This design comes from an exercise in tuning for small area and a short achievable clock period on the open sky130 flow, not from production work.
Where RTL was checked, it was by simulation tests only, not by an equivalence proof against the original.
For run 2, only the layout was checked, not whether the RTL still works.
Power figures rest on the tool's default switching activity, not on a simulated workload.

==> flow/design.v (outline; a module is shown in full before it is edited, if it fits) <==
// module chip_top: 4875 lines
module chip_top
  ( input          clk_i
  , input          reset_i
  , input          v_i
  , input  [31:0]  a_i
  , input  [31:0]  b_i
  , output         v_o
  , output [63:0]  c_o
  );
  // ...
==> flow/flow/run.sh <==
#!/bin/bash
# Layout flow: the standard ORFS flow, with a cleaner synthesis netlist.
#  2. the same synthesis again with one change: Yosys's pre-mapping 'abc -fast'
#     (in synth's fine step) is skipped (-noabc) except on the final adder,
#     so extract_fa maps the RTL's full adders without the inverters abc's
#     restructuring leaves between them.  Everything else (ORFS synth.tcl,
#     synth_recipe.tcl, -nofsm -noshare, flatten, renames, final abc
#     mapping) is unchanged.
#  3. flow/polfix.py removes inverters left between self-dual cells.
#  4. the netlist is used only if its registers (names and cell types) are
#     exactly the standard synthesis's; otherwise the standard one is used.
#  5. bash standard.sh finish for the rest of the layout.
# Each tool's output goes to a log file of its own in this folder.
set -u
R=orfs/results/${FLOW_PLATFORM}/chip_top/base
bash standard.sh synth > 1_synth_standard.log 2>&1 || exit 1
cp $R/1_2_yosys.v $R/1_2_yosys_standard.v

# step 2: same make command as standard.sh, own WORK_HOME and synthesis script
# own synthesis script: synth_recipe.tcl with its first line (the synth
# wrapper) replaced; flow/synth_wrap.tcl adds -noabc to synth's fine step
# and runs 'abc -fast' only on the final adder (the logic between the
# carry-save registers fx_r/fy_r and prod_n), which maps better that way.
{ cat flow/synth_wrap.tcl; tail -n +2 synth_recipe.tcl; } > synth_recipe_noabc.tcl
MK=$(grep -m1 '^make ' standard.sh | sed -e "s#SYNTH_SCRIPT=[^ ]*#SYNTH_SCRIPT=$PWD/synth_recipe_noabc.tcl#" -e "s#WORK_HOME=[^ ]*#WORK_HOME=$PWD/orfs_noabc#" -e 's#"${@:-finish}"#synth#')
echo "$MK" > 1_synth_noabc.cmd
ok=0
if bash -c "$MK" > 1_synth_noabc.log 2>&1; then
  N=orfs_noabc/results/${FLOW_PLATFORM}/chip_top/base/1_2_yosys.v
  if python3 flow/polfix.py $N $R/1_2_yosys_fixed.v > polfix.log 2>&1; then
    python3 - $R/1_2_yosys_standard.v $R/1_2_yosys_fixed.v > regcheck.log 2>&1 <<'PY' && ok=1
import re, sys
def regs(f):
    t = open(f).read()
    return sorted(re.findall(r'\n  (sky130_fd_sc_hd__(?:dfxtp|dfrtp|dfstp|dfbbp|dfrbp|dfxbp|edfxtp|sdf\w*|dl\w*)_\d+)\s+(\S+)', t))
a, b = regs(sys.argv[1]), regs(sys.argv[2])
print('registers: standard %d, new %d' % (len(a), len(b)))
sys.exit(0 if a == b and a else 1)
PY
  fi
fi
if [ $ok = 1 ]; then
  echo "using the -noabc netlist" >> regcheck.log
  cp $R/1_2_yosys_fixed.v $R/1_2_yosys.v
  rm -f $R/1_synth.odb $R/1_synth.sdc
else
  echo "using the standard netlist" >> regcheck.log
fi
bash standard.sh finish > 2_finish.log 2>&1
==> flow/flow/polfix.py <==
#!/usr/bin/env python3
"""Inverter clean-up on a sky130hd gate netlist (yosys write_verilog output).

Full adders, majority and xor3 gates and buffers are self-dual
(f(~x) = ~f(x)), so a cell's polarity can be flipped for free: invert all its
inputs and outputs.  Simple gates can be swapped for their complement
(and2 <-> nand2, ...).  A local search picks polarities that minimise
inverter area (plus the area change of swapped gates); then every inverter
is rebuilt: one per source net that some load needs inverted.
usage: polfix.py in.v out.v
"""
import re, sys, random

LIB = '/OpenROAD-flow-scripts/flow/platforms/sky130hd/lib/sky130_fd_sc_hd__tt_025C_1v80.lib'
INV_AREA = 3.7536

def lib_info():
    txt = open(LIB).read()
    area = {}; outs = {}
    for m in re.finditer(r'\n    cell \("?(sky130_fd_sc_hd__\w+)"?\) \{', txt):
        name = m.group(1)
        end = txt.find('\n    cell (', m.end())
        body = txt[m.end(): end if end > 0 else len(txt)]
        a = re.search(r'area : ([\d.]+)', body)
        area[name] = float(a.group(1)) if a else 0.0
        o = set()
        for pm in re.finditer(r'\n        pin \("?(\w+)"?\) \{(.*?)\n        \}', body, re.S):
            if re.search(r'direction : "?output', pm.group(2)):
                o.add(pm.group(1))
        outs[name] = o
    return area, outs

AREA, OUTS = lib_info()
P = 'sky130_fd_sc_hd__'
SELFDUAL = re.compile(P + r'(fa|maj3|buf|clkbuf)_\d+$')
XORC = re.compile(P + r'(xor2|xnor2|xor3|xnor3)_\d+$')
INV = re.compile(P + r'(inv|clkinv)_\d+$')
COMP = [('and2', 'nand2'), ('or2', 'nor2'), ('and3', 'nand3'), ('or3', 'nor3'), ('and4', 'nand4'),
        ('or4', 'nor4'), ('xor2', 'xnor2'), ('a21o', 'a21oi'), ('o21a', 'o21ai'), ('a22o', 'a22oi'),
        ('o22a', 'o22ai'), ('a211o', 'a211oi'), ('o211a', 'o211ai'), ('a31o', 'a31oi'), ('o31a', 'o31ai'),
        ('a32o', 'a32oi'), ('o32a', 'o32ai'), ('a221o', 'a221oi'), ('o221a', 'o221ai'), ('a2111o', 'a2111oi'),
        ('o2111a', 'o2111ai'), ('xor3', 'xnor3'), ('a311o', 'a311oi'), ('o311a', 'o311ai'), ('a41o', 'a41oi'), ('o41a', 'o41ai'),
        ('a21bo', 'a21boi'), ('o21ba', 'o21bai'), ('mux2', 'mux2i'), ('nor2b', 'or2b'), ('and2b', 'nand2b')]
def comp_of(typ):
    m = re.match(P + r'(\w+?)_(\d+)$', typ)
    if not m:
        return None
    base = m.group(1)
    for x, y in COMP:
        for u, v in ((x, y), (y, x)):
            if base == u:
                for d in (m.group(2), '1', '2', '0', '4'):
                    cand = P + v + '_' + d
                    if cand in AREA:
                        return cand
    return None

src_txt = open(sys.argv[1]).read()
mod_m = re.search(r'module chip_top\((.*?)\);', src_txt, re.S)
ports = set()
for m in re.finditer(r'\n  (input|output)\s+(\[(\d+):(\d+)\]\s+)?(\S+);', src_txt):
    if m.group(2):
        hi, lo = int(m.group(3)), int(m.group(4))
        for i in range(min(hi, lo), max(hi, lo) + 1):
            ports.add('%s[%d]' % (m.group(5), i))
    ports.add(m.group(5))

inst_re = re.compile(r'\n  (sky130_fd_sc_hd__\w+)\s+(\\\S+ |\S+)\s*\((.*?)\n  \);', re.S)
insts = []
for m in inst_re.finditer(src_txt):
    pins = [(p, n.strip()) for p, n in re.findall(r'\.(\w+)\(([^()]*)\)', m.group(3))]
    insts.append([m.group(1), m.group(2), pins])
first = inst_re.search(src_txt).start()
last = max(m.end() for m in inst_re.finditer(src_txt))
head, tail = src_txt[:first], src_txt[last:]
assert 'assign' not in src_txt[first:last]

def key(n):
    return n.replace(' ', '')
driver = {}
for idx, (typ, name, pins) in enumerate(insts):
    for p, n in pins:
        if p in OUTS[typ] and n:
            driver[key(n)] = (idx, p)

# inverters that may be removed: not touching ports
removable = set()
for idx, (typ, name, pins) in enumerate(insts):
    if INV.match(typ):
        d = dict(pins)
        if key(d['Y']) not in ports and key(d['A']) not in ports:
            removable.add(idx)

def resolve(n):
    par = 0
    seen = 0
    while True:
        d = driver.get(key(n))
        if d is None or d[0] not in removable:
            return n, par
        n = dict(insts[d[0]][2])['A']
        par ^= 1
        seen += 1
        assert seen < 100

kind = {}
for idx, (typ, name, pins) in enumerate(insts):
    if idx in removable:
        continue
    if any(key(n) in ports for p, n in pins if p in OUTS[typ]):
        continue   # drives a port: frozen
    if XORC.match(typ):
        kind[idx] = 'xor'
    elif SELFDUAL.match(typ):
        kind[idx] = 'sd'
    elif comp_of(typ):
        kind[idx] = 'comp'

# loads per source net
loads = {}       # src key -> list of [idx, pin_index, parity]
srcname = {}
cell_in = {}     # idx -> list of (srckey, load index)
for idx, (typ, name, pins) in enumerate(insts):
    if idx in removable:
        continue
    for pi, (p, n) in enumerate(pins):
        if p in OUTS[typ] or not n or "'" in n:
            continue
        s, par = resolve(n)
        k = key(s)
        srcname[k] = s
        loads.setdefault(k, []).append([idx, pi, par])
        cell_in.setdefault(idx, []).append((k, len(loads[k]) - 1))
cell_out = {}
for k in loads:
    d = driver.get(k)
    if d is not None:
        cell_out.setdefault(d[0], []).append(k)

x = {idx: 0 for idx in kind}
def xd(k):
    d = driver.get(k)
    return x.get(d[0], 0) if d else 0
def mism(k, ld):
    idx, pi, par = ld
    if kind.get(idx) == 'xor':
        return 0
    r = x.get(idx, 0) if kind.get(idx) == 'sd' else 0
    return par ^ r ^ xd(k)
mm = {k: sum(mism(k, ld) for ld in lds) for k, lds in loads.items()}
def comp_delta(idx):
    typ = insts[idx][0]
    if kind.get(idx) == 'xor':
        return 0.0
    return AREA[comp_of(typ)] - AREA[typ]

def flip_delta(idx):
    changes = {}
    for k in cell_out.get(idx, []):
        changes[k] = sum(1 for ld in loads[k] if kind.get(ld[0]) != 'xor') - mm[k]
    if kind[idx] == 'sd':
        for k, li in cell_in.get(idx, []):
            cur = changes.get(k, mm[k])
            # this load's status flips
            was = mism(k, loads[k][li])
            if k in cell_out.get(idx, []):
                was ^= 1
            changes[k] = cur + (-1 if was else 1)
    d = 0.0
    for k, new in changes.items():
        d += INV_AREA * ((new > 0) - (mm[k] > 0))
    if kind[idx] == 'comp':
        d += comp_delta(idx) * (1 if x[idx] == 0 else -1)
    return d, changes

def cost():
    c = sum(INV_AREA for k in mm if mm[k] > 0)
    c += sum(comp_delta(i) for i in x if x[i] and kind[i] == 'comp')
    return c

random.seed(1)
c0 = cost()
def topo_init():
    # topological initialisation: each self-dual cell follows the polarity its inputs arrive in
    indeg = {}
    succ = {}
    for idx in range(len(insts)):
        if idx in removable:
            continue
        for k, li in cell_in.get(idx, []):
            d = driver.get(k)
            if d is not None and d[0] not in removable:
                succ.setdefault(d[0], []).append(idx)
                indeg[idx] = indeg.get(idx, 0) + 1
    ready = [i for i in range(len(insts)) if i not in removable and indeg.get(i, 0) == 0]
    topo = []
    while ready:
        i = ready.pop()
        topo.append(i)
        for j in succ.get(i, []):
            indeg[j] -= 1
            if indeg[j] == 0:
                ready.append(j)
    for idx in topo:
        if kind.get(idx) == 'sd':
            votes = 0
            for k, li in cell_in.get(idx, []):
                par = loads[k][li][2]
                votes += 1 if (par ^ xd(k)) else -1
            if votes > 0:
                x[idx] = 1

def local_search():
    global mm
    order = list(kind)
    for it in range(50):
        random.shuffle(order)
        improved = 0
        for idx in order:
            d, ch = flip_delta(idx)
            if d < -1e-9 or (d < 1e-9 and random.random() < 0.3 and it < 30):
                x[idx] ^= 1
                for k, v in ch.items():
                    mm[k] = v
                if d < -1e-9:
                    improved += 1
        if not improved and it >= 30:
            break

def search(init_all):
    global mm
    for i in x:
        x[i] = 0
    if init_all:
        for i in x:
            x[i] = 1
    else:
        topo_init()
    mm = {k: sum(mism(k, ld) for ld in lds) for k, lds in loads.items()}
    local_search()
    return cost(), dict(x)

best = None
for init_all in (0, 1):
    random.seed(1)
    c, xs = search(init_all)
    sys.stderr.write('polfix: init %d -> cost %.0f\n' % (init_all, c))
    if best is None or c < best[0]:
        best = (c, xs)
x.update(best[1])
mm = {k: sum(mism(k, ld) for ld in lds) for k, lds in loads.items()}
c1 = cost()
ninv0 = len(removable)

# rebuild
out_insts = []
newwires = []
invnet = {}
cnt = 0
for k, lds in loads.items():
    if mm[k] > 0:
        cnt += 1
        nn = 'polinv_net_%d' % cnt
        invnet[k] = nn
        newwires.append(nn)
        out_insts.append((P + 'inv_1', 'polinv_%d' % cnt, [('A', srcname[k]), ('Y', nn)]))
newpins = {}
for k, lds in loads.items():
    for ld in lds:
        idx, pi, par = ld
        n = invnet[k] if mism(k, ld) else srcname[k]
        newpins[(idx, pi)] = n
ncomp = 0
for idx, (typ, name, pins) in enumerate(insts):
    if idx in removable:
        continue
    pl = []
    for pi, (p, n) in enumerate(pins):
        pl.append((p, newpins.get((idx, pi), n)))
    if kind.get(idx) == 'xor':
        flip = x[idx]
        for k, li in cell_in.get(idx, []):
            flip ^= loads[k][li][2] ^ xd(k)
        pl = []
        for pi, (p, n) in enumerate(pins):
            if (idx, pi) in newpins:
                ks = key(resolve(n)[0])
                n = srcname[ks]
            pl.append((p, n))
        if flip:
            nt = comp_of(typ)
            o_old = list(OUTS[typ])[0]; o_new = list(OUTS[nt])[0]
            pl = [((o_new if p == o_old else p), n) for p, n in pl]
            typ = nt
            ncomp += 1
        out_insts.append((typ, name, pl))
        continue
    if kind.get(idx) == 'comp' and x[idx]:
        nt = comp_of(typ)
        o_old = list(OUTS[typ])[0]; o_new = list(OUTS[nt])[0]
        pl = [((o_new if p == o_old else p), n) for p, n in pl]
        typ = nt
        ncomp += 1
    out_insts.append((typ, name, pl))

def esc(n):
    return n + ' ' if n.startswith('\\') else n
body = []
for typ, name, pl in out_insts:
    body.append('  %s %s (\n%s\n  );' % (typ, name, ',\n'.join('    .%s(%s)' % (p, esc(n)) for p, n in pl)))
head2 = head + ''.join('  wire %s;\n' % w for w in newwires)
open(sys.argv[2], 'w').write(head2 + '\n'.join(body) + tail)
sys.stderr.write('polfix: inverters %d -> %d, complemented gates %d, cost %.0f -> %.0f um2\n' % (ninv0, cnt, ncomp, c0, c1))
==> flow/flow/synth_wrap.tcl <==
proc synth {args} {
  if {[lsearch -exact $args "fine:"] >= 0} {
    yosys synth -nofsm -noshare -noabc {*}$args
    yosys select -set adder w:fx_r w:fy_r %co* w:prod_n %ci* %i
    yosys abc -fast @adder
    yosys opt -fast
  } else {
    yosys synth -nofsm -noshare {*}$args
  }
}
==> flow/standard.sh <==
#!/bin/bash
# synth_recipe.tcl (not shown) runs the flow's synth.tcl, then flattens the netlist and writes it again
# the make line also repeats each setting of config.mk as NAME=value (left out here)
make -C /OpenROAD-flow-scripts/flow DESIGN_CONFIG=/design/flow/config.mk WORK_HOME=/design/flow/orfs CLKGATE_MAP_FILE= SYNTH_SCRIPT=/design/flow/synth_recipe.tcl "${@:-finish}"
==> flow/config.mk <==
export PLATFORM = sky130hd
export DESIGN_NAME = chip_top
export DESIGN_NICKNAME = chip_top
export VERILOG_FILES = /design/flow/design.v
export SDC_FILE = /design/flow/constraint.sdc
export NUM_CORES = 4
export LEC_CHECK = 0
export CAP_MARGIN = 20
export CORE_MARGIN = 2
export CORE_UTILIZATION = 60
export CTS_BUF_LIST = sky130_fd_sc_hd__clkbuf_8
export SETUP_SLACK_MARGIN = 5.0
export SLEW_MARGIN = 20
==> flow/constraint.sdc <==
create_clock -name core_clock -period 7.5 [get_ports {clk_i}]
set_input_delay 1.5000 -clock core_clock [delete_from_list [all_inputs] [get_ports {clk_i}]]
set_output_delay 1.5000 -clock core_clock [all_outputs]
set_load 0.01 [all_outputs]
==> flow_summary_export.csv, run 1 <==
group,metric,value,unit
drt,dr.max_layer_used,"met5",
die,dieWidth,246,um
drt,num_vias,26525,
global_routing,gr-usage-met2,57.6,%
cells_and_area,final_common_cell,"xor2_1",
cells_and_area,finalNonFillerCells,3965,
die,start_util,60.8,%
power_and_ir_drop,power,22300,uW
critical_path,r2r-start,"fy_r[5]$_DFF_P_",
cells_and_area,num-multi-input-gates,2170,
cells_and_area,fin_area,0.0395,mm^2
critical_path,r2r_cells,10,
clocking,postCtsSetupBuffers,14,
cells_and_area,seq_cells,579,
worst_hold_path,hold_class,"register to register",
critical_path,cp-end-kind,"output pin",
cells_and_area,final_util,68.3,%
place,gp_congestion,0.887,
run_status,status,"timing/DRC/antenna clean",
critical_path,regToRegEndpoint,"c_r[48]$_DFF_P_",
clocking,htreeDepth,3,
die,die_h,246,um
die,io_pins,132,
cells_and_area,fillers,4400,
critical_path,crit_type,"register to output pin",
global_routing,grt_pass1_vias,28754,
critical_path,startpoint,"c_r[12]$_DFF_P_",
critical_path,path_delay_family,"flip-flops",
==> run 2: changes to the inputs <==
--- a/flow/design.v
+++ b/flow/design.v
@@ -54,17 +54,17 @@
   reg twon14;
   reg neg14;
   reg onen15;
   reg twon15;
   reg neg15;
   reg b31n;
   reg [3:0] v_r;
   reg [63:0] c_r;
-  reg [63:0] fx_r, fy_r;
+  reg [16:0] lo_r; reg [47:0] hx_r, hy_r;
   wire x1;
   wire x2;
   wire x3;
   wire x4;
   wire x5;
   wire x6;
   wire x7;
   wire x8;
@@ -3668,145 +3668,115 @@
   assign s1912 = r1_1488 ^ r1_1489 ^ r1_1490;
   assign c1913 = (r1_1488 & r1_1489) | (r1_1490 & (r1_1488 ^ r1_1489));
   assign s1914 = r1_1491 ^ r1_1492 ^ r1_1493;
   assign c1915 = (r1_1491 & r1_1492) | (r1_1493 & (r1_1491 ^ r1_1492));
   assign s1916 = r1_1494 ^ r1_1495 ^ r1_1496;
   assign c1917 = (r1_1494 & r1_1495) | (r1_1496 & (r1_1494 ^ r1_1495));
   wire [63:0] fa_x = {r1_1500, r1_1498, c1917, c1915, c1913, c1911, c1909, c1907, c1905, c1903, c1901, c1899, c1897, c1895, c1893, c1891, c1889, c1887, c1885, c1883, c1881, c1879, c1877, c1875, c1873, c1871, c1869, c1867, c1865, c1863, c1861, c1859, c1857, c1855, c1853, c1851, c1849, c1847, c1845, c1843, c1841, c1839, c1837, c1835, c1833, c1831, c1829, c1827, c1825, c1823, c1821, c1819, c1817, c1815, k1813, k1811, k1809, k1807, k1805, h1804, r1_1201, r1_1200, r1_1199, r1_1197};
   wire [63:0] fa_y = {r1_1501, r1_1499, r1_1497, s1916, s1914, s1912, s1910, s1908, s1906, s1904, s1902, s1900, s1898, s1896, s1894, s1892, s1890, s1888, s1886, s1884, s1882, s1880, s1878, s1876, s1874, s1872, s1870, s1868, s1866, s1864, s1862, s1860, s1858, s1856, s1854, s1852, s1850, s1848, s1846, s1844, s1842, s1840, s1838, s1836, s1834, s1832, s1830, s1828, s1826, s1824, s1822, s1820, s1818, s1816, s1814, h1812, h1810, h1808, h1806, r1_1204, 1'b0, 1'b0, 1'b0, r1_1198};
-  wire ad_g0_0 = fx_r[0] & fy_r[0];
-  wire ad_p0_0 = fx_r[0] ^ fy_r[0];
-  wire ad_g0_1 = fx_r[1] & fy_r[1];
-  wire ad_p0_1 = fx_r[1] ^ fy_r[1];
-  wire ad_g0_2 = fx_r[2] & fy_r[2];
-  wire ad_p0_2 = fx_r[2] ^ fy_r[2];
-  wire ad_g0_3 = fx_r[3] & fy_r[3];
-  wire ad_p0_3 = fx_r[3] ^ fy_r[3];
-  wire ad_g0_4 = fx_r[4] & fy_r[4];
-  wire ad_p0_4 = fx_r[4] ^ fy_r[4];
-  wire ad_g0_5 = fx_r[5] & fy_r[5];
-  wire ad_p0_5 = fx_r[5] ^ fy_r[5];
-  wire ad_g0_6 = fx_r[6] & fy_r[6];
-  wire ad_p0_6 = fx_r[6] ^ fy_r[6];
-  wire ad_g0_7 = fx_r[7] & fy_r[7];
-  wire ad_p0_7 = fx_r[7] ^ fy_r[7];
-  wire ad_g0_8 = fx_r[8] & fy_r[8];
-  wire ad_p0_8 = fx_r[8] ^ fy_r[8];
-  wire ad_g0_9 = fx_r[9] & fy_r[9];
-  wire ad_p0_9 = fx_r[9] ^ fy_r[9];
-  wire ad_g0_10 = fx_r[10] & fy_r[10];
-  wire ad_p0_10 = fx_r[10] ^ fy_r[10];
-  wire ad_g0_11 = fx_r[11] & fy_r[11];
-  wire ad_p0_11 = fx_r[11] ^ fy_r[11];
-  wire ad_g0_12 = fx_r[12] & fy_r[12];
-  wire ad_p0_12 = fx_r[12] ^ fy_r[12];
-  wire ad_g0_13 = fx_r[13] & fy_r[13];
-  wire ad_p0_13 = fx_r[13] ^ fy_r[13];
-  wire ad_g0_14 = fx_r[14] & fy_r[14];
-  wire ad_p0_14 = fx_r[14] ^ fy_r[14];
-  wire ad_g0_15 = fx_r[15] & fy_r[15];
-  wire ad_p0_15 = fx_r[15] ^ fy_r[15];
-  wire ad_g0_16 = fx_r[16] & fy_r[16];
-  wire ad_p0_16 = fx_r[16] ^ fy_r[16];
-  wire ad_g0_17 = fx_r[17] & fy_r[17];
-  wire ad_p0_17 = fx_r[17] ^ fy_r[17];
-  wire ad_g0_18 = fx_r[18] & fy_r[18];
-  wire ad_p0_18 = fx_r[18] ^ fy_r[18];
-  wire ad_g0_19 = fx_r[19] & fy_r[19];
-  wire ad_p0_19 = fx_r[19] ^ fy_r[19];
-  wire ad_g0_20 = fx_r[20] & fy_r[20];
-  wire ad_p0_20 = fx_r[20] ^ fy_r[20];
-  wire ad_g0_21 = fx_r[21] & fy_r[21];
-  wire ad_p0_21 = fx_r[21] ^ fy_r[21];
-  wire ad_g0_22 = fx_r[22] & fy_r[22];
-  wire ad_p0_22 = fx_r[22] ^ fy_r[22];
-  wire ad_g0_23 = fx_r[23] & fy_r[23];
-  wire ad_p0_23 = fx_r[23] ^ fy_r[23];
-  wire ad_g0_24 = fx_r[24] & fy_r[24];
-  wire ad_p0_24 = fx_r[24] ^ fy_r[24];
-  wire ad_g0_25 = fx_r[25] & fy_r[25];
-  wire ad_p0_25 = fx_r[25] ^ fy_r[25];
-  wire ad_g0_26 = fx_r[26] & fy_r[26];
-  wire ad_p0_26 = fx_r[26] ^ fy_r[26];
-  wire ad_g0_27 = fx_r[27] & fy_r[27];
-  wire ad_p0_27 = fx_r[27] ^ fy_r[27];
-  wire ad_g0_28 = fx_r[28] & fy_r[28];
-  wire ad_p0_28 = fx_r[28] ^ fy_r[28];
-  wire ad_g0_29 = fx_r[29] & fy_r[29];
-  wire ad_p0_29 = fx_r[29] ^ fy_r[29];
-  wire ad_g0_30 = fx_r[30] & fy_r[30];
-  wire ad_p0_30 = fx_r[30] ^ fy_r[30];
-  wire ad_g0_31 = fx_r[31] & fy_r[31];
-  wire ad_p0_31 = fx_r[31] ^ fy_r[31];
-  wire ad_g0_32 = fx_r[32] & fy_r[32];
-  wire ad_p0_32 = fx_r[32] ^ fy_r[32];
-  wire ad_g0_33 = fx_r[33] & fy_r[33];
-  wire ad_p0_33 = fx_r[33] ^ fy_r[33];
-  wire ad_g0_34 = fx_r[34] & fy_r[34];
-  wire ad_p0_34 = fx_r[34] ^ fy_r[34];
-  wire ad_g0_35 = fx_r[35] & fy_r[35];
-  wire ad_p0_35 = fx_r[35] ^ fy_r[35];
-  wire ad_g0_36 = fx_r[36] & fy_r[36];
-  wire ad_p0_36 = fx_r[36] ^ fy_r[36];
-  wire ad_g0_37 = fx_r[37] & fy_r[37];
-  wire ad_p0_37 = fx_r[37] ^ fy_r[37];
-  wire ad_g0_38 = fx_r[38] & fy_r[38];
-  wire ad_p0_38 = fx_r[38] ^ fy_r[38];
-  wire ad_g0_39 = fx_r[39] & fy_r[39];
-  wire ad_p0_39 = fx_r[39] ^ fy_r[39];
-  wire ad_g0_40 = fx_r[40] & fy_r[40];
-  wire ad_p0_40 = fx_r[40] ^ fy_r[40];
-  wire ad_g0_41 = fx_r[41] & fy_r[41];
-  wire ad_p0_41 = fx_r[41] ^ fy_r[41];
-  wire ad_g0_42 = fx_r[42] & fy_r[42];
-  wire ad_p0_42 = fx_r[42] ^ fy_r[42];
-  wire ad_g0_43 = fx_r[43] & fy_r[43];
-  wire ad_p0_43 = fx_r[43] ^ fy_r[43];
-  wire ad_g0_44 = fx_r[44] & fy_r[44];
-  wire ad_p0_44 = fx_r[44] ^ fy_r[44];
-  wire ad_g0_45 = fx_r[45] & fy_r[45];
-  wire ad_p0_45 = fx_r[45] ^ fy_r[45];
-  wire ad_g0_46 = fx_r[46] & fy_r[46];
-  wire ad_p0_46 = fx_r[46] ^ fy_r[46];
-  wire ad_g0_47 = fx_r[47] & fy_r[47];
-  wire ad_p0_47 = fx_r[47] ^ fy_r[47];
-  wire ad_g0_48 = fx_r[48] & fy_r[48];
-  wire ad_p0_48 = fx_r[48] ^ fy_r[48];
-  wire ad_g0_49 = fx_r[49] & fy_r[49];
-  wire ad_p0_49 = fx_r[49] ^ fy_r[49];
-  wire ad_g0_50 = fx_r[50] & fy_r[50];
-  wire ad_p0_50 = fx_r[50] ^ fy_r[50];
-  wire ad_g0_51 = fx_r[51] & fy_r[51];
-  wire ad_p0_51 = fx_r[51] ^ fy_r[51];
-  wire ad_g0_52 = fx_r[52] & fy_r[52];
-  wire ad_p0_52 = fx_r[52] ^ fy_r[52];
-  wire ad_g0_53 = fx_r[53] & fy_r[53];
-  wire ad_p0_53 = fx_r[53] ^ fy_r[53];
-  wire ad_g0_54 = fx_r[54] & fy_r[54];
-  wire ad_p0_54 = fx_r[54] ^ fy_r[54];
-  wire ad_g0_55 = fx_r[55] & fy_r[55];
-  wire ad_p0_55 = fx_r[55] ^ fy_r[55];
-  wire ad_g0_56 = fx_r[56] & fy_r[56];
-  wire ad_p0_56 = fx_r[56] ^ fy_r[56];
-  wire ad_g0_57 = fx_r[57] & fy_r[57];
-  wire ad_p0_57 = fx_r[57] ^ fy_r[57];
-  wire ad_g0_58 = fx_r[58] & fy_r[58];
-  wire ad_p0_58 = fx_r[58] ^ fy_r[58];
-  wire ad_g0_59 = fx_r[59] & fy_r[59];
-  wire ad_p0_59 = fx_r[59] ^ fy_r[59];
-  wire ad_g0_60 = fx_r[60] & fy_r[60];
-  wire ad_p0_60 = fx_r[60] ^ fy_r[60];
-  wire ad_g0_61 = fx_r[61] & fy_r[61];
-  wire ad_p0_61 = fx_r[61] ^ fy_r[61];
-  wire ad_g0_62 = fx_r[62] & fy_r[62];
-  wire ad_p0_62 = fx_r[62] ^ fy_r[62];
-  wire ad_g0_63 = fx_r[63] & fy_r[63];
-  wire ad_p0_63 = fx_r[63] ^ fy_r[63];
-  wire ad_g1_1 = ad_g0_1 | (ad_p0_1 & ad_g0_0);
+  wire [16:0] lo_n = {1'b0, fa_x[15:0]} + {1'b0, fa_y[15:0]};
+  wire ad_g0_0 = hx_r[0] & hy_r[0];
+  wire ad_p0_0 = hx_r[0] ^ hy_r[0];
+  wire ad_g0_1 = hx_r[1] & hy_r[1];
+  wire ad_p0_1 = hx_r[1] ^ hy_r[1];
+  wire ad_g0_2 = hx_r[2] & hy_r[2];
+  wire ad_p0_2 = hx_r[2] ^ hy_r[2];
+  wire ad_g0_3 = hx_r[3] & hy_r[3];
+  wire ad_p0_3 = hx_r[3] ^ hy_r[3];
+  wire ad_g0_4 = hx_r[4] & hy_r[4];
+  wire ad_p0_4 = hx_r[4] ^ hy_r[4];
+  wire ad_g0_5 = hx_r[5] & hy_r[5];
+  wire ad_p0_5 = hx_r[5] ^ hy_r[5];
+  wire ad_g0_6 = hx_r[6] & hy_r[6];
+  wire ad_p0_6 = hx_r[6] ^ hy_r[6];
+  wire ad_g0_7 = hx_r[7] & hy_r[7];
+  wire ad_p0_7 = hx_r[7] ^ hy_r[7];
+  wire ad_g0_8 = hx_r[8] & hy_r[8];
+  wire ad_p0_8 = hx_r[8] ^ hy_r[8];
+  wire ad_g0_9 = hx_r[9] & hy_r[9];
+  wire ad_p0_9 = hx_r[9] ^ hy_r[9];
+  wire ad_g0_10 = hx_r[10] & hy_r[10];
+  wire ad_p0_10 = hx_r[10] ^ hy_r[10];
+  wire ad_g0_11 = hx_r[11] & hy_r[11];
+  wire ad_p0_11 = hx_r[11] ^ hy_r[11];
+  wire ad_g0_12 = hx_r[12] & hy_r[12];
+  wire ad_p0_12 = hx_r[12] ^ hy_r[12];
+  wire ad_g0_13 = hx_r[13] & hy_r[13];
+  wire ad_p0_13 = hx_r[13] ^ hy_r[13];
+  wire ad_g0_14 = hx_r[14] & hy_r[14];
+  wire ad_p0_14 = hx_r[14] ^ hy_r[14];
+  wire ad_g0_15 = hx_r[15] & hy_r[15];
+  wire ad_p0_15 = hx_r[15] ^ hy_r[15];
+  wire ad_g0_16 = hx_r[16] & hy_r[16];
+  wire ad_p0_16 = hx_r[16] ^ hy_r[16];
+  wire ad_g0_17 = hx_r[17] & hy_r[17];
+  wire ad_p0_17 = hx_r[17] ^ hy_r[17];
+  wire ad_g0_18 = hx_r[18] & hy_r[18];
+  wire ad_p0_18 = hx_r[18] ^ hy_r[18];
+  wire ad_g0_19 = hx_r[19] & hy_r[19];
+  wire ad_p0_19 = hx_r[19] ^ hy_r[19];
+  wire ad_g0_20 = hx_r[20] & hy_r[20];
+  wire ad_p0_20 = hx_r[20] ^ hy_r[20];
+  wire ad_g0_21 = hx_r[21] & hy_r[21];
+  wire ad_p0_21 = hx_r[21] ^ hy_r[21];
+  wire ad_g0_22 = hx_r[22] & hy_r[22];
+  wire ad_p0_22 = hx_r[22] ^ hy_r[22];
+  wire ad_g0_23 = hx_r[23] & hy_r[23];
+  wire ad_p0_23 = hx_r[23] ^ hy_r[23];
+  wire ad_g0_24 = hx_r[24] & hy_r[24];
+  wire ad_p0_24 = hx_r[24] ^ hy_r[24];
+  wire ad_g0_25 = hx_r[25] & hy_r[25];
+  wire ad_p0_25 = hx_r[25] ^ hy_r[25];
+  wire ad_g0_26 = hx_r[26] & hy_r[26];
+  wire ad_p0_26 = hx_r[26] ^ hy_r[26];
+  wire ad_g0_27 = hx_r[27] & hy_r[27];
+  wire ad_p0_27 = hx_r[27] ^ hy_r[27];
+  wire ad_g0_28 = hx_r[28] & hy_r[28];
+  wire ad_p0_28 = hx_r[28] ^ hy_r[28];
+  wire ad_g0_29 = hx_r[29] & hy_r[29];
+  wire ad_p0_29 = hx_r[29] ^ hy_r[29];
+  wire ad_g0_30 = hx_r[30] & hy_r[30];
+  wire ad_p0_30 = hx_r[30] ^ hy_r[30];
+  wire ad_g0_31 = hx_r[31] & hy_r[31];
+  wire ad_p0_31 = hx_r[31] ^ hy_r[31];
+  wire ad_g0_32 = hx_r[32] & hy_r[32];
+  wire ad_p0_32 = hx_r[32] ^ hy_r[32];
+  wire ad_g0_33 = hx_r[33] & hy_r[33];
+  wire ad_p0_33 = hx_r[33] ^ hy_r[33];
+  wire ad_g0_34 = hx_r[34] & hy_r[34];
+  wire ad_p0_34 = hx_r[34] ^ hy_r[34];
+  wire ad_g0_35 = hx_r[35] & hy_r[35];
+  wire ad_p0_35 = hx_r[35] ^ hy_r[35];
+  wire ad_g0_36 = hx_r[36] & hy_r[36];
+  wire ad_p0_36 = hx_r[36] ^ hy_r[36];
+  wire ad_g0_37 = hx_r[37] & hy_r[37];
+  wire ad_p0_37 = hx_r[37] ^ hy_r[37];
+  wire ad_g0_38 = hx_r[38] & hy_r[38];
+  wire ad_p0_38 = hx_r[38] ^ hy_r[38];
+  wire ad_g0_39 = hx_r[39] & hy_r[39];
+  wire ad_p0_39 = hx_r[39] ^ hy_r[39];
+  wire ad_g0_40 = hx_r[40] & hy_r[40];
+  wire ad_p0_40 = hx_r[40] ^ hy_r[40];
+  wire ad_g0_41 = hx_r[41] & hy_r[41];
+  wire ad_p0_41 = hx_r[41] ^ hy_r[41];
+  wire ad_g0_42 = hx_r[42] & hy_r[42];
+  wire ad_p0_42 = hx_r[42] ^ hy_r[42];
+  wire ad_g0_43 = hx_r[43] & hy_r[43];
+  wire ad_p0_43 = hx_r[43] ^ hy_r[43];
+  wire ad_g0_44 = hx_r[44] & hy_r[44];
+  wire ad_p0_44 = hx_r[44] ^ hy_r[44];
+  wire ad_g0_45 = hx_r[45] & hy_r[45];
+  wire ad_p0_45 = hx_r[45] ^ hy_r[45];
+  wire ad_g0_46 = hx_r[46] & hy_r[46];
+  wire ad_p0_46 = hx_r[46] ^ hy_r[46];
+  wire ad_g0_47 = hx_r[47] & hy_r[47];
+  wire ad_p0_47 = hx_r[47] ^ hy_r[47];
+  wire ad_gc = ad_g0_0 | (ad_p0_0 & lo_r[16]);
+  wire ad_g1_1 = ad_g0_1 | (ad_p0_1 & ad_gc);
   wire ad_p1_1 = ad_p0_1 & ad_p0_0;
   wire ad_g1_2 = ad_g0_2 | (ad_p0_2 & ad_g0_1);
   wire ad_p1_2 = ad_p0_2 & ad_p0_1;
   wire ad_g1_3 = ad_g0_3 | (ad_p0_3 & ad_g0_2);
   wire ad_p1_3 = ad_p0_3 & ad_p0_2;
   wire ad_g1_4 = ad_g0_4 | (ad_p0_4 & ad_g0_3);
   wire ad_p1_4 = ad_p0_4 & ad_p0_3;
   wire ad_g1_5 = ad_g0_5 | (ad_p0_5 & ad_g0_4);
@@ -3890,49 +3860,17 @@
   wire ad_g1_44 = ad_g0_44 | (ad_p0_44 & ad_g0_43);
   wire ad_p1_44 = ad_p0_44 & ad_p0_43;
   wire ad_g1_45 = ad_g0_45 | (ad_p0_45 & ad_g0_44);
   wire ad_p1_45 = ad_p0_45 & ad_p0_44;
   wire ad_g1_46 = ad_g0_46 | (ad_p0_46 & ad_g0_45);
   wire ad_p1_46 = ad_p0_46 & ad_p0_45;
   wire ad_g1_47 = ad_g0_47 | (ad_p0_47 & ad_g0_46);
   wire ad_p1_47 = ad_p0_47 & ad_p0_46;
-  wire ad_g1_48 = ad_g0_48 | (ad_p0_48 & ad_g0_47);
-  wire ad_p1_48 = ad_p0_48 & ad_p0_47;
-  wire ad_g1_49 = ad_g0_49 | (ad_p0_49 & ad_g0_48);
-  wire ad_p1_49 = ad_p0_49 & ad_p0_48;
-  wire ad_g1_50 = ad_g0_50 | (ad_p0_50 & ad_g0_49);
-  wire ad_p1_50 = ad_p0_50 & ad_p0_49;
-  wire ad_g1_51 = ad_g0_51 | (ad_p0_51 & ad_g0_50);
-  wire ad_p1_51 = ad_p0_51 & ad_p0_50;
-  wire ad_g1_52 = ad_g0_52 | (ad_p0_52 & ad_g0_51);
-  wire ad_p1_52 = ad_p0_52 & ad_p0_51;
-  wire ad_g1_53 = ad_g0_53 | (ad_p0_53 & ad_g0_52);
-  wire ad_p1_53 = ad_p0_53 & ad_p0_52;
-  wire ad_g1_54 = ad_g0_54 | (ad_p0_54 & ad_g0_53);
-  wire ad_p1_54 = ad_p0_54 & ad_p0_53;
-  wire ad_g1_55 = ad_g0_55 | (ad_p0_55 & ad_g0_54);
-  wire ad_p1_55 = ad_p0_55 & ad_p0_54;
-  wire ad_g1_56 = ad_g0_56 | (ad_p0_56 & ad_g0_55);
-  wire ad_p1_56 = ad_p0_56 & ad_p0_55;
-  wire ad_g1_57 = ad_g0_57 | (ad_p0_57 & ad_g0_56);
-  wire ad_p1_57 = ad_p0_57 & ad_p0_56;
-  wire ad_g1_58 = ad_g0_58 | (ad_p0_58 & ad_g0_57);
-  wire ad_p1_58 = ad_p0_58 & ad_p0_57;
-  wire ad_g1_59 = ad_g0_59 | (ad_p0_59 & ad_g0_58);
-  wire ad_p1_59 = ad_p0_59 & ad_p0_58;
-  wire ad_g1_60 = ad_g0_60 | (ad_p0_60 & ad_g0_59);
-  wire ad_p1_60 = ad_p0_60 & ad_p0_59;
-  wire ad_g1_61 = ad_g0_61 | (ad_p0_61 & ad_g0_60);
-  wire ad_p1_61 = ad_p0_61 & ad_p0_60;
-  wire ad_g1_62 = ad_g0_62 | (ad_p0_62 & ad_g0_61);
-  wire ad_p1_62 = ad_p0_62 & ad_p0_61;
-  wire ad_g1_63 = ad_g0_63 | (ad_p0_63 & ad_g0_62);
-  wire ad_p1_63 = ad_p0_63 & ad_p0_62;
-  wire ad_g2_2 = ad_g1_2 | (ad_p1_2 & ad_g0_0);
+  wire ad_g2_2 = ad_g1_2 | (ad_p1_2 & ad_gc);
   wire ad_p2_2 = ad_p1_2 & ad_p0_0;
   wire ad_g2_3 = ad_g1_3 | (ad_p1_3 & ad_g1_1);
   wire ad_p2_3 = ad_p1_3 & ad_p1_1;
   wire ad_g2_4 = ad_g1_4 | (ad_p1_4 & ad_g1_2);
   wire ad_p2_4 = ad_p1_4 & ad_p1_2;
   wire ad_g2_5 = ad_g1_5 | (ad_p1_5 & ad_g1_3);
   wire ad_p2_5 = ad_p1_5 & ad_p1_3;
   wire ad_g2_6 = ad_g1_6 | (ad_p1_6 & ad_g1_4);
@@ -4014,49 +3952,17 @@
   wire ad_g2_44 = ad_g1_44 | (ad_p1_44 & ad_g1_42);
   wire ad_p2_44 = ad_p1_44 & ad_p1_42;
   wire ad_g2_45 = ad_g1_45 | (ad_p1_45 & ad_g1_43);
   wire ad_p2_45 = ad_p1_45 & ad_p1_43;
   wire ad_g2_46 = ad_g1_46 | (ad_p1_46 & ad_g1_44);
   wire ad_p2_46 = ad_p1_46 & ad_p1_44;
   wire ad_g2_47 = ad_g1_47 | (ad_p1_47 & ad_g1_45);
   wire ad_p2_47 = ad_p1_47 & ad_p1_45;
-  wire ad_g2_48 = ad_g1_48 | (ad_p1_48 & ad_g1_46);
-  wire ad_p2_48 = ad_p1_48 & ad_p1_46;
-  wire ad_g2_49 = ad_g1_49 | (ad_p1_49 & ad_g1_47);
-  wire ad_p2_49 = ad_p1_49 & ad_p1_47;
-  wire ad_g2_50 = ad_g1_50 | (ad_p1_50 & ad_g1_48);
-  wire ad_p2_50 = ad_p1_50 & ad_p1_48;
-  wire ad_g2_51 = ad_g1_51 | (ad_p1_51 & ad_g1_49);
-  wire ad_p2_51 = ad_p1_51 & ad_p1_49;
-  wire ad_g2_52 = ad_g1_52 | (ad_p1_52 & ad_g1_50);
-  wire ad_p2_52 = ad_p1_52 & ad_p1_50;
-  wire ad_g2_53 = ad_g1_53 | (ad_p1_53 & ad_g1_51);
-  wire ad_p2_53 = ad_p1_53 & ad_p1_51;
-  wire ad_g2_54 = ad_g1_54 | (ad_p1_54 & ad_g1_52);
-  wire ad_p2_54 = ad_p1_54 & ad_p1_52;
-  wire ad_g2_55 = ad_g1_55 | (ad_p1_55 & ad_g1_53);
-  wire ad_p2_55 = ad_p1_55 & ad_p1_53;
-  wire ad_g2_56 = ad_g1_56 | (ad_p1_56 & ad_g1_54);
-  wire ad_p2_56 = ad_p1_56 & ad_p1_54;
-  wire ad_g2_57 = ad_g1_57 | (ad_p1_57 & ad_g1_55);
-  wire ad_p2_57 = ad_p1_57 & ad_p1_55;
-  wire ad_g2_58 = ad_g1_58 | (ad_p1_58 & ad_g1_56);
-  wire ad_p2_58 = ad_p1_58 & ad_p1_56;
-  wire ad_g2_59 = ad_g1_59 | (ad_p1_59 & ad_g1_57);
-  wire ad_p2_59 = ad_p1_59 & ad_p1_57;
-  wire ad_g2_60 = ad_g1_60 | (ad_p1_60 & ad_g1_58);
-  wire ad_p2_60 = ad_p1_60 & ad_p1_58;
-  wire ad_g2_61 = ad_g1_61 | (ad_p1_61 & ad_g1_59);
-  wire ad_p2_61 = ad_p1_61 & ad_p1_59;
-  wire ad_g2_62 = ad_g1_62 | (ad_p1_62 & ad_g1_60);
-  wire ad_p2_62 = ad_p1_62 & ad_p1_60;
-  wire ad_g2_63 = ad_g1_63 | (ad_p1_63 & ad_g1_61);
-  wire ad_p2_63 = ad_p1_63 & ad_p1_61;
-  wire ad_g3_4 = ad_g2_4 | (ad_p2_4 & ad_g0_0);
+  wire ad_g3_4 = ad_g2_4 | (ad_p2_4 & ad_gc);
   wire ad_p3_4 = ad_p2_4 & ad_p0_0;
   wire ad_g3_5 = ad_g2_5 | (ad_p2_5 & ad_g1_1);
   wire ad_p3_5 = ad_p2_5 & ad_p1_1;
   wire ad_g3_6 = ad_g2_6 | (ad_p2_6 & ad_g2_2);
   wire ad_p3_6 = ad_p2_6 & ad_p2_2;
   wire ad_g3_7 = ad_g2_7 | (ad_p2_7 & ad_g2_3);
   wire ad_p3_7 = ad_p2_7 & ad_p2_3;
   wire ad_g3_8 = ad_g2_8 | (ad_p2_8 & ad_g2_4);
@@ -4134,49 +4040,17 @@
   wire ad_g3_44 = ad_g2_44 | (ad_p2_44 & ad_g2_40);
   wire ad_p3_44 = ad_p2_44 & ad_p2_40;
   wire ad_g3_45 = ad_g2_45 | (ad_p2_45 & ad_g2_41);
   wire ad_p3_45 = ad_p2_45 & ad_p2_41;
   wire ad_g3_46 = ad_g2_46 | (ad_p2_46 & ad_g2_42);
   wire ad_p3_46 = ad_p2_46 & ad_p2_42;
   wire ad_g3_47 = ad_g2_47 | (ad_p2_47 & ad_g2_43);
   wire ad_p3_47 = ad_p2_47 & ad_p2_43;
-  wire ad_g3_48 = ad_g2_48 | (ad_p2_48 & ad_g2_44);
-  wire ad_p3_48 = ad_p2_48 & ad_p2_44;
-  wire ad_g3_49 = ad_g2_49 | (ad_p2_49 & ad_g2_45);
-  wire ad_p3_49 = ad_p2_49 & ad_p2_45;
-  wire ad_g3_50 = ad_g2_50 | (ad_p2_50 & ad_g2_46);
-  wire ad_p3_50 = ad_p2_50 & ad_p2_46;
-  wire ad_g3_51 = ad_g2_51 | (ad_p2_51 & ad_g2_47);
-  wire ad_p3_51 = ad_p2_51 & ad_p2_47;
-  wire ad_g3_52 = ad_g2_52 | (ad_p2_52 & ad_g2_48);
-  wire ad_p3_52 = ad_p2_52 & ad_p2_48;
-  wire ad_g3_53 = ad_g2_53 | (ad_p2_53 & ad_g2_49);
-  wire ad_p3_53 = ad_p2_53 & ad_p2_49;
-  wire ad_g3_54 = ad_g2_54 | (ad_p2_54 & ad_g2_50);
-  wire ad_p3_54 = ad_p2_54 & ad_p2_50;
-  wire ad_g3_55 = ad_g2_55 | (ad_p2_55 & ad_g2_51);
-  wire ad_p3_55 = ad_p2_55 & ad_p2_51;
-  wire ad_g3_56 = ad_g2_56 | (ad_p2_56 & ad_g2_52);
-  wire ad_p3_56 = ad_p2_56 & ad_p2_52;
-  wire ad_g3_57 = ad_g2_57 | (ad_p2_57 & ad_g2_53);
-  wire ad_p3_57 = ad_p2_57 & ad_p2_53;
-  wire ad_g3_58 = ad_g2_58 | (ad_p2_58 & ad_g2_54);
-  wire ad_p3_58 = ad_p2_58 & ad_p2_54;
-  wire ad_g3_59 = ad_g2_59 | (ad_p2_59 & ad_g2_55);
-  wire ad_p3_59 = ad_p2_59 & ad_p2_55;
-  wire ad_g3_60 = ad_g2_60 | (ad_p2_60 & ad_g2_56);
-  wire ad_p3_60 = ad_p2_60 & ad_p2_56;
-  wire ad_g3_61 = ad_g2_61 | (ad_p2_61 & ad_g2_57);
-  wire ad_p3_61 = ad_p2_61 & ad_p2_57;
-  wire ad_g3_62 = ad_g2_62 | (ad_p2_62 & ad_g2_58);
-  wire ad_p3_62 = ad_p2_62 & ad_p2_58;
-  wire ad_g3_63 = ad_g2_63 | (ad_p2_63 & ad_g2_59);
-  wire ad_p3_63 = ad_p2_63 & ad_p2_59;
-  wire ad_g4_8 = ad_g3_8 | (ad_p3_8 & ad_g0_0);
+  wire ad_g4_8 = ad_g3_8 | (ad_p3_8 & ad_gc);
   wire ad_p4_8 = ad_p3_8 & ad_p0_0;
   wire ad_g4_9 = ad_g3_9 | (ad_p3_9 & ad_g1_1);
   wire ad_p4_9 = ad_p3_9 & ad_p1_1;
   wire ad_g4_10 = ad_g3_10 | (ad_p3_10 & ad_g2_2);
   wire ad_p4_10 = ad_p3_10 & ad_p2_2;
   wire ad_g4_11 = ad_g3_11 | (ad_p3_11 & ad_g2_3);
   wire ad_p4_11 = ad_p3_11 & ad_p2_3;
   wire ad_g4_12 = ad_g3_12 | (ad_p3_12 & ad_g3_4);
@@ -4246,49 +4120,17 @@
   wire ad_g4_44 = ad_g3_44 | (ad_p3_44 & ad_g3_36);
   wire ad_p4_44 = ad_p3_44 & ad_p3_36;
   wire ad_g4_45 = ad_g3_45 | (ad_p3_45 & ad_g3_37);
   wire ad_p4_45 = ad_p3_45 & ad_p3_37;
   wire ad_g4_46 = ad_g3_46 | (ad_p3_46 & ad_g3_38);
   wire ad_p4_46 = ad_p3_46 & ad_p3_38;
   wire ad_g4_47 = ad_g3_47 | (ad_p3_47 & ad_g3_39);
   wire ad_p4_47 = ad_p3_47 & ad_p3_39;
-  wire ad_g4_48 = ad_g3_48 | (ad_p3_48 & ad_g3_40);
-  wire ad_p4_48 = ad_p3_48 & ad_p3_40;
-  wire ad_g4_49 = ad_g3_49 | (ad_p3_49 & ad_g3_41);
-  wire ad_p4_49 = ad_p3_49 & ad_p3_41;
-  wire ad_g4_50 = ad_g3_50 | (ad_p3_50 & ad_g3_42);
-  wire ad_p4_50 = ad_p3_50 & ad_p3_42;
-  wire ad_g4_51 = ad_g3_51 | (ad_p3_51 & ad_g3_43);
-  wire ad_p4_51 = ad_p3_51 & ad_p3_43;
-  wire ad_g4_52 = ad_g3_52 | (ad_p3_52 & ad_g3_44);
-  wire ad_p4_52 = ad_p3_52 & ad_p3_44;
-  wire ad_g4_53 = ad_g3_53 | (ad_p3_53 & ad_g3_45);
-  wire ad_p4_53 = ad_p3_53 & ad_p3_45;
-  wire ad_g4_54 = ad_g3_54 | (ad_p3_54 & ad_g3_46);
-  wire ad_p4_54 = ad_p3_54 & ad_p3_46;
-  wire ad_g4_55 = ad_g3_55 | (ad_p3_55 & ad_g3_47);
-  wire ad_p4_55 = ad_p3_55 & ad_p3_47;
-  wire ad_g4_56 = ad_g3_56 | (ad_p3_56 & ad_g3_48);
-  wire ad_p4_56 = ad_p3_56 & ad_p3_48;
-  wire ad_g4_57 = ad_g3_57 | (ad_p3_57 & ad_g3_49);
-  wire ad_p4_57 = ad_p3_57 & ad_p3_49;
-  wire ad_g4_58 = ad_g3_58 | (ad_p3_58 & ad_g3_50);
-  wire ad_p4_58 = ad_p3_58 & ad_p3_50;
-  wire ad_g4_59 = ad_g3_59 | (ad_p3_59 & ad_g3_51);
-  wire ad_p4_59 = ad_p3_59 & ad_p3_51;
-  wire ad_g4_60 = ad_g3_60 | (ad_p3_60 & ad_g3_52);
-  wire ad_p4_60 = ad_p3_60 & ad_p3_52;
-  wire ad_g4_61 = ad_g3_61 | (ad_p3_61 & ad_g3_53);
-  wire ad_p4_61 = ad_p3_61 & ad_p3_53;
-  wire ad_g4_62 = ad_g3_62 | (ad_p3_62 & ad_g3_54);
-  wire ad_p4_62 = ad_p3_62 & ad_p3_54;
-  wire ad_g4_63 = ad_g3_63 | (ad_p3_63 & ad_g3_55);
-  wire ad_p4_63 = ad_p3_63 & ad_p3_55;
-  wire ad_g5_16 = ad_g4_16 | (ad_p4_16 & ad_g0_0);
+  wire ad_g5_16 = ad_g4_16 | (ad_p4_16 & ad_gc);
   wire ad_p5_16 = ad_p4_16 & ad_p0_0;
   wire ad_g5_17 = ad_g4_17 | (ad_p4_17 & ad_g1_1);
   wire ad_p5_17 = ad_p4_17 & ad_p1_1;
   wire ad_g5_18 = ad_g4_18 | (ad_p4_18 & ad_g2_2);
   wire ad_p5_18 = ad_p4_18 & ad_p2_2;
   wire ad_g5_19 = ad_g4_19 | (ad_p4_19 & ad_g2_3);
   wire ad_p5_19 = ad_p4_19 & ad_p2_3;
   wire ad_g5_20 = ad_g4_20 | (ad_p4_20 & ad_g3_4);
@@ -4342,49 +4184,17 @@
   wire ad_g5_44 = ad_g4_44 | (ad_p4_44 & ad_g4_28);
   wire ad_p5_44 = ad_p4_44 & ad_p4_28;
   wire ad_g5_45 = ad_g4_45 | (ad_p4_45 & ad_g4_29);
   wire ad_p5_45 = ad_p4_45 & ad_p4_29;
   wire ad_g5_46 = ad_g4_46 | (ad_p4_46 & ad_g4_30);
   wire ad_p5_46 = ad_p4_46 & ad_p4_30;
   wire ad_g5_47 = ad_g4_47 | (ad_p4_47 & ad_g4_31);
   wire ad_p5_47 = ad_p4_47 & ad_p4_31;
-  wire ad_g5_48 = ad_g4_48 | (ad_p4_48 & ad_g4_32);
-  wire ad_p5_48 = ad_p4_48 & ad_p4_32;
-  wire ad_g5_49 = ad_g4_49 | (ad_p4_49 & ad_g4_33);
-  wire ad_p5_49 = ad_p4_49 & ad_p4_33;
-  wire ad_g5_50 = ad_g4_50 | (ad_p4_50 & ad_g4_34);
-  wire ad_p5_50 = ad_p4_50 & ad_p4_34;
-  wire ad_g5_51 = ad_g4_51 | (ad_p4_51 & ad_g4_35);
-  wire ad_p5_51 = ad_p4_51 & ad_p4_35;
-  wire ad_g5_52 = ad_g4_52 | (ad_p4_52 & ad_g4_36);
-  wire ad_p5_52 = ad_p4_52 & ad_p4_36;
-  wire ad_g5_53 = ad_g4_53 | (ad_p4_53 & ad_g4_37);
-  wire ad_p5_53 = ad_p4_53 & ad_p4_37;
-  wire ad_g5_54 = ad_g4_54 | (ad_p4_54 & ad_g4_38);
-  wire ad_p5_54 = ad_p4_54 & ad_p4_38;
-  wire ad_g5_55 = ad_g4_55 | (ad_p4_55 & ad_g4_39);
-  wire ad_p5_55 = ad_p4_55 & ad_p4_39;
-  wire ad_g5_56 = ad_g4_56 | (ad_p4_56 & ad_g4_40);
-  wire ad_p5_56 = ad_p4_56 & ad_p4_40;
-  wire ad_g5_57 = ad_g4_57 | (ad_p4_57 & ad_g4_41);
-  wire ad_p5_57 = ad_p4_57 & ad_p4_41;
-  wire ad_g5_58 = ad_g4_58 | (ad_p4_58 & ad_g4_42);
-  wire ad_p5_58 = ad_p4_58 & ad_p4_42;
-  wire ad_g5_59 = ad_g4_59 | (ad_p4_59 & ad_g4_43);
-  wire ad_p5_59 = ad_p4_59 & ad_p4_43;
-  wire ad_g5_60 = ad_g4_60 | (ad_p4_60 & ad_g4_44);
-  wire ad_p5_60 = ad_p4_60 & ad_p4_44;
-  wire ad_g5_61 = ad_g4_61 | (ad_p4_61 & ad_g4_45);
-  wire ad_p5_61 = ad_p4_61 & ad_p4_45;
-  wire ad_g5_62 = ad_g4_62 | (ad_p4_62 & ad_g4_46);
-  wire ad_p5_62 = ad_p4_62 & ad_p4_46;
-  wire ad_g5_63 = ad_g4_63 | (ad_p4_63 & ad_g4_47);
-  wire ad_p5_63 = ad_p4_63 & ad_p4_47;
-  wire ad_g6_32 = ad_g5_32 | (ad_p5_32 & ad_g0_0);
+  wire ad_g6_32 = ad_g5_32 | (ad_p5_32 & ad_gc);
   wire ad_p6_32 = ad_p5_32 & ad_p0_0;
   wire ad_g6_33 = ad_g5_33 | (ad_p5_33 & ad_g1_1);
   wire ad_p6_33 = ad_p5_33 & ad_p1_1;
   wire ad_g6_34 = ad_g5_34 | (ad_p5_34 & ad_g2_2);
   wire ad_p6_34 = ad_p5_34 & ad_p2_2;
   wire ad_g6_35 = ad_g5_35 | (ad_p5_35 & ad_g2_3);
   wire ad_p6_35 = ad_p5_35 & ad_p2_3;
   wire ad_g6_36 = ad_g5_36 | (ad_p5_36 & ad_g3_4);
@@ -4406,50 +4216,18 @@
   wire ad_g6_44 = ad_g5_44 | (ad_p5_44 & ad_g4_12);
   wire ad_p6_44 = ad_p5_44 & ad_p4_12;
   wire ad_g6_45 = ad_g5_45 | (ad_p5_45 & ad_g4_13);
   wire ad_p6_45 = ad_p5_45 & ad_p4_13;
   wire ad_g6_46 = ad_g5_46 | (ad_p5_46 & ad_g4_14);
   wire ad_p6_46 = ad_p5_46 & ad_p4_14;
   wire ad_g6_47 = ad_g5_47 | (ad_p5_47 & ad_g4_15);
   wire ad_p6_47 = ad_p5_47 & ad_p4_15;
-  wire ad_g6_48 = ad_g5_48 | (ad_p5_48 & ad_g5_16);
-  wire ad_p6_48 = ad_p5_48 & ad_p5_16;
-  wire ad_g6_49 = ad_g5_49 | (ad_p5_49 & ad_g5_17);
-  wire ad_p6_49 = ad_p5_49 & ad_p5_17;
-  wire ad_g6_50 = ad_g5_50 | (ad_p5_50 & ad_g5_18);
-  wire ad_p6_50 = ad_p5_50 & ad_p5_18;
-  wire ad_g6_51 = ad_g5_51 | (ad_p5_51 & ad_g5_19);
-  wire ad_p6_51 = ad_p5_51 & ad_p5_19;
-  wire ad_g6_52 = ad_g5_52 | (ad_p5_52 & ad_g5_20);
-  wire ad_p6_52 = ad_p5_52 & ad_p5_20;
-  wire ad_g6_53 = ad_g5_53 | (ad_p5_53 & ad_g5_21);
-  wire ad_p6_53 = ad_p5_53 & ad_p5_21;
-  wire ad_g6_54 = ad_g5_54 | (ad_p5_54 & ad_g5_22);
-  wire ad_p6_54 = ad_p5_54 & ad_p5_22;
-  wire ad_g6_55 = ad_g5_55 | (ad_p5_55 & ad_g5_23);
-  wire ad_p6_55 = ad_p5_55 & ad_p5_23;
-  wire ad_g6_56 = ad_g5_56 | (ad_p5_56 & ad_g5_24);
-  wire ad_p6_56 = ad_p5_56 & ad_p5_24;
-  wire ad_g6_57 = ad_g5_57 | (ad_p5_57 & ad_g5_25);
-  wire ad_p6_57 = ad_p5_57 & ad_p5_25;
-  wire ad_g6_58 = ad_g5_58 | (ad_p5_58 & ad_g5_26);
-  wire ad_p6_58 = ad_p5_58 & ad_p5_26;
-  wire ad_g6_59 = ad_g5_59 | (ad_p5_59 & ad_g5_27);
-  wire ad_p6_59 = ad_p5_59 & ad_p5_27;
-  wire ad_g6_60 = ad_g5_60 | (ad_p5_60 & ad_g5_28);
-  wire ad_p6_60 = ad_p5_60 & ad_p5_28;
-  wire ad_g6_61 = ad_g5_61 | (ad_p5_61 & ad_g5_29);
-  wire ad_p6_61 = ad_p5_61 & ad_p5_29;
-  wire ad_g6_62 = ad_g5_62 | (ad_p5_62 & ad_g5_30);
-  wire ad_p6_62 = ad_p5_62 & ad_p5_30;
-  wire ad_g6_63 = ad_g5_63 | (ad_p5_63 & ad_g5_31);
-  wire ad_p6_63 = ad_p5_63 & ad_p5_31;
-  wire ad_s0 = ad_p0_0;
-  wire ad_s1 = ad_p0_1 ^ ad_g0_0;
+  wire ad_s0 = ad_p0_0 ^ lo_r[16];
+  wire ad_s1 = ad_p0_1 ^ ad_gc;
   wire ad_s2 = ad_p0_2 ^ ad_g1_1;
   wire ad_s3 = ad_p0_3 ^ ad_g2_2;
   wire ad_s4 = ad_p0_4 ^ ad_g2_3;
   wire ad_s5 = ad_p0_5 ^ ad_g3_4;
   wire ad_s6 = ad_p0_6 ^ ad_g3_5;
   wire ad_s7 = ad_p0_7 ^ ad_g3_6;
   wire ad_s8 = ad_p0_8 ^ ad_g3_7;
   wire ad_s9 = ad_p0_9 ^ ad_g4_8;
@@ -4486,33 +4264,17 @@
   wire ad_s40 = ad_p0_40 ^ ad_g6_39;
   wire ad_s41 = ad_p0_41 ^ ad_g6_40;
   wire ad_s42 = ad_p0_42 ^ ad_g6_41;
   wire ad_s43 = ad_p0_43 ^ ad_g6_42;
   wire ad_s44 = ad_p0_44 ^ ad_g6_43;
   wire ad_s45 = ad_p0_45 ^ ad_g6_44;
   wire ad_s46 = ad_p0_46 ^ ad_g6_45;
   wire ad_s47 = ad_p0_47 ^ ad_g6_46;
-  wire ad_s48 = ad_p0_48 ^ ad_g6_47;
-  wire ad_s49 = ad_p0_49 ^ ad_g6_48;
-  wire ad_s50 = ad_p0_50 ^ ad_g6_49;
-  wire ad_s51 = ad_p0_51 ^ ad_g6_50;
-  wire ad_s52 = ad_p0_52 ^ ad_g6_51;
-  wire ad_s53 = ad_p0_53 ^ ad_g6_52;
-  wire ad_s54 = ad_p0_54 ^ ad_g6_53;
-  wire ad_s55 = ad_p0_55 ^ ad_g6_54;
-  wire ad_s56 = ad_p0_56 ^ ad_g6_55;
-  wire ad_s57 = ad_p0_57 ^ ad_g6_56;
-  wire ad_s58 = ad_p0_58 ^ ad_g6_57;
-  wire ad_s59 = ad_p0_59 ^ ad_g6_58;
-  wire ad_s60 = ad_p0_60 ^ ad_g6_59;
-  wire ad_s61 = ad_p0_61 ^ ad_g6_60;
-  wire ad_s62 = ad_p0_62 ^ ad_g6_61;
-  wire ad_s63 = ad_p0_63 ^ ad_g6_62;
-  wire [63:0] prod_n = {ad_s63, ad_s62, ad_s61, ad_s60, ad_s59, ad_s58, ad_s57, ad_s56, ad_s55, ad_s54, ad_s53, ad_s52, ad_s51, ad_s50, ad_s49, ad_s48, ad_s47, ad_s46, ad_s45, ad_s44, ad_s43, ad_s42, ad_s41, ad_s40, ad_s39, ad_s38, ad_s37, ad_s36, ad_s35, ad_s34, ad_s33, ad_s32, ad_s31, ad_s30, ad_s29, ad_s28, ad_s27, ad_s26, ad_s25, ad_s24, ad_s23, ad_s22, ad_s21, ad_s20, ad_s19, ad_s18, ad_s17, ad_s16, ad_s15, ad_s14, ad_s13, ad_s12, ad_s11, ad_s10, ad_s9, ad_s8, ad_s7, ad_s6, ad_s5, ad_s4, ad_s3, ad_s2, ad_s1, ad_s0};
+  wire [63:0] prod_n = {ad_s47, ad_s46, ad_s45, ad_s44, ad_s43, ad_s42, ad_s41, ad_s40, ad_s39, ad_s38, ad_s37, ad_s36, ad_s35, ad_s34, ad_s33, ad_s32, ad_s31, ad_s30, ad_s29, ad_s28, ad_s27, ad_s26, ad_s25, ad_s24, ad_s23, ad_s22, ad_s21, ad_s20, ad_s19, ad_s18, ad_s17, ad_s16, ad_s15, ad_s14, ad_s13, ad_s12, ad_s11, ad_s10, ad_s9, ad_s8, ad_s7, ad_s6, ad_s5, ad_s4, ad_s3, ad_s2, ad_s1, ad_s0, lo_r[15:0]};
   always @(posedge clk_i) begin
     if (reset_i) v_r <= 4'b0;
     else v_r <= {v_r[2:0], v_i};
     an_r <= ~a_i;
     onen0 <= onen_n0;
     twon0 <= twon_n0;
     neg0 <= neg_n0;
     onen1 <= onen_n1;
@@ -4861,15 +4623,16 @@
     r1_1494 <= c1192;
     r1_1495 <= c946;
     r1_1496 <= s947;
     r1_1497 <= s1193;
     r1_1498 <= c1194;
     r1_1499 <= s1195;
     r1_1500 <= c1196;
     r1_1501 <= s951;
-    fx_r <= fa_x;
-    fy_r <= fa_y;
+    lo_r <= lo_n;
+    hx_r <= fa_x[63:16];
+    hy_r <= fa_y[63:16];
     c_r <= prod_n;
   end
   assign v_o = v_r[3];
   assign c_o = c_r;
 endmodule
==> flow/flow/synth_wrap.tcl (replaced) <==
proc synth {args} {
  if {[lsearch -exact $args "fine:"] >= 0} {
    yosys synth -nofsm -noshare -noabc {*}$args
    yosys select -set adder w:fx_r w:fy_r w:hx_r w:hy_r %co* w:prod_n %ci* %i
    yosys abc -fast @adder
    yosys opt -fast
  } else {
    yosys synth -nofsm -noshare {*}$args
  }
}
==> flow/config.mk (replaced) <==
export PLATFORM = sky130hd
export DESIGN_NAME = chip_top
export DESIGN_NICKNAME = chip_top
export VERILOG_FILES = /design/flow/design.v
export SDC_FILE = /design/flow/constraint.sdc
export NUM_CORES = 4
export LEC_CHECK = 0
export CAP_MARGIN = 20
export CORE_MARGIN = 2
export CORE_UTILIZATION = 60
export SETUP_SLACK_MARGIN = 5.0
export SLEW_MARGIN = 20
==> run 2 against run 1 <==
Net effect:
- largest cell class unchanged
- cell area shrank 1.2%
- combinational power shrank 9%
- critical endpoint is now c_r[63]$_DFF_P_
- critical path depth grew 12
- clock-buffer cell count shrank 49
==> flow_summary_export.csv, run 2 <==
group,metric,value,unit
run_status,status,"timing/DRC/antenna clean",
critical_path,crit_type,"register to register",
worst_hold_path,hold_depth,0,
clocking,cts_hold_buf,0,
drt,drtPass1Iterations,5,
critical_path,worst_setup_path_start_kind,"register",
critical_path,cp.required,8.02,ns
drt,post-route-drc-count,0,
drt,wl,106000,um
sta,tns,0,ns
die,core_area,0.0565,mm^2
critical_path,cp_max_fo,2,
clocking,cts_buffers,60,
critical_path,path_delay_family,"compound AO/OA/AOI/OAI gates",
synthesis,syn_avg_cell_area,11.2,um^2
critical_path,r2r_cells,13,
die,die_h,243,um
place,gp_congestion,0.859,
critical_path,r2r-start,"hy_r[0]$_DFF_P_",
run,drv_cap,0,
clocking,cts.sinks,567,
power_and_ir_drop,p_leak,0.0159,uW
die,start_util,60.8,%
clocking,root_buffer,"clkbuf_16",
sta,setup_viol,0,
place,dp_hpwl,63300,um
drt,routed_via_density,6.52,
critical_path,path_common_cell,"buf_4",
clocking,cts_tree,"done",
die,die-area,0.0591,mm^2
cells_and_area,multi_input_area,0.0222,mm^2
synthesis,synthCells,3065,
drt,ant_nets,0,
sta,finalCritPeriodShare,40.7,%
critical_path,slowest_stage,"fa_2",
cells_and_area,final_cell_mix,"521 x xor2_1, 496 x o22ai_1, 474 x fa_1",
place,placed_area,0.0358,mm^2
cells_and_area,final_common_cell,"xor2_1",
critical_path,cp-end-kind,"register",
die,rows,87,
clocking,htreeDepth,2,
drt,wire_per_inst,27.8,um
die,dieWidth,243,um
synthesis,synth_nets,3703,
critical_path,regToRegEndpoint,"c_r[63]$_DFF_P_",
global_routing,grt_pass1_vias,26998,
worst_hold_path,min_to,"hy_r[46]$_DFF_P_",
global_routing,overflow,0,
power_and_ir_drop,p_per_area,541,mW/mm^2
place,port_buffers,131,
sta,fin_skew,0.0139,ns
sta,rsz0062_at_grt,"yes",
cells_and_area,fin_area,0.0390,mm^2
clocking,path_clk_slew,0.06,ns
worst_hold_path,min-delay-start,"r1_1499$_DFF_P_",
critical_path,reg2reg_slack,4.45,ns
synthesis,yosys_warnings,1,
cells_and_area,areaGrowthSynthToFinish,13.8,%
die,io_pins,132,
global_routing,grt_antenna_before_repair,1,
cells_and_area,regArea,0.0116,mm^2
worst_hold_path,hold_class,"register to register",
sta,slew-limit-headroom,29.0,%
cells_and_area,max_flop_register,"c_r",
drt,num_vias,24885,
clocking,clock_path_buffers,3,
cells_and_area,drive_above_1_share,15.0,%
cells_and_area,fillers,4138,
sta,hold_violations,0,
clocking,clk_latency,0.64,ns
global_routing,grt_pass1_wl,161000,um
==> run 2: what timing repair did <==
item | 4_1_cts | 5_1_grt
pin swaps | 40 | 37
gates cloned | 0 | 0
buffers inserted | 23 | 14
resized for setup | 457 | 64
endpoints found under the setup margin | 272 | 263
==> run 2: worst reg2reg max path, cell delays in order (launching register included) <==
cell      delay, ns
dfxtp_2        0.32
fa_2           0.41
buf_4          0.15
buf_6          0.11
a211oi_4       0.22
o21a_1         0.22
o211a_4        0.22
nor4_4         0.08
o31ai_2        0.17
buf_4          0.16
a21oi_4        0.10
a21o_1         0.25
a221o_2        0.40
xnor2_1        0.13
==> run 2: worst max-delay path by stage <==
stage / from / end / slack, ns / cells past startpoint
6_report: hy_r[0]$_DFF_P_ / c_r[63]$_DFF_P_ / 4.45 / 13
5_1_grt: hy_r[0]$_DFF_P_ / c_r[62]$_DFF_P_ / 4.35 / 12
4_1_cts: hy_r[0]$_DFF_P_ / c_r[62]$_DFF_P_ / 4.47 / 12
3_5_place_dp: hy_r[0]$_DFF_P_ / c_r[62]$_DFF_P_ / 3.91 / 12
3_3_place_gp: hy_r[0]$_DFF_P_ / c_r[62]$_DFF_P_ / 3.93 / 12
2_1_floorplan: hy_r[0]$_DFF_P_ / c_r[52]$_DFF_P_ / 4.81 / 12
==> run 2: area by class of cell <==
class	count	share of cell area, %
Inverter	89	0.862
Antenna cell	1	0.00641
Tap cell	756	2.42
Timing Repair Buffer	190	4.36
Clock buffer	77	4.29
Sequential cell	567	29.8
Multi-Input combinational cell	2104	56.9
Clock inverter	31	1.38
==> run 2: metrics by stage <==
stage	setup WS, ns	cells	util, %	power [uW]
6_report	4.45	3815	69.1	21100
5_1_grt	4.35	3814	69.1	22700
4_1_cts	4.47	3800	68.4	20500
2_1_floorplan	4.81	3065	-	12300
3_5_place_dp	3.91	3669	63.3	16300
3_3_place_gp	3.93	3669	63.3	16000
==> run 2: metal layers <==
metal	track usage (%)	wire, um
met5	0	0
met1	47.1	41400
met4	15.6	5010
met2	55.4	46800
met3	11.4	12800
==> run 2: report_power, final <==
| part | switching [uW] | leakage [uW] | internal (uW) |
|---|---|---|---|
| logic | 6500 | 0.0100 | 5770 |
| registers | 964 | 0.00480 | 4580 |
| clock network | 1280 | 0.00107 | 2030 |

Setup slack of run 2, layout unchanged: 4.447 ns with ideal ports, 4.447 ns with driving cells assumed (clock clkbuf_16, inputs buf_2), 4.447 ns with port delays also shifted by the 0.702 ns mid clock arrival.
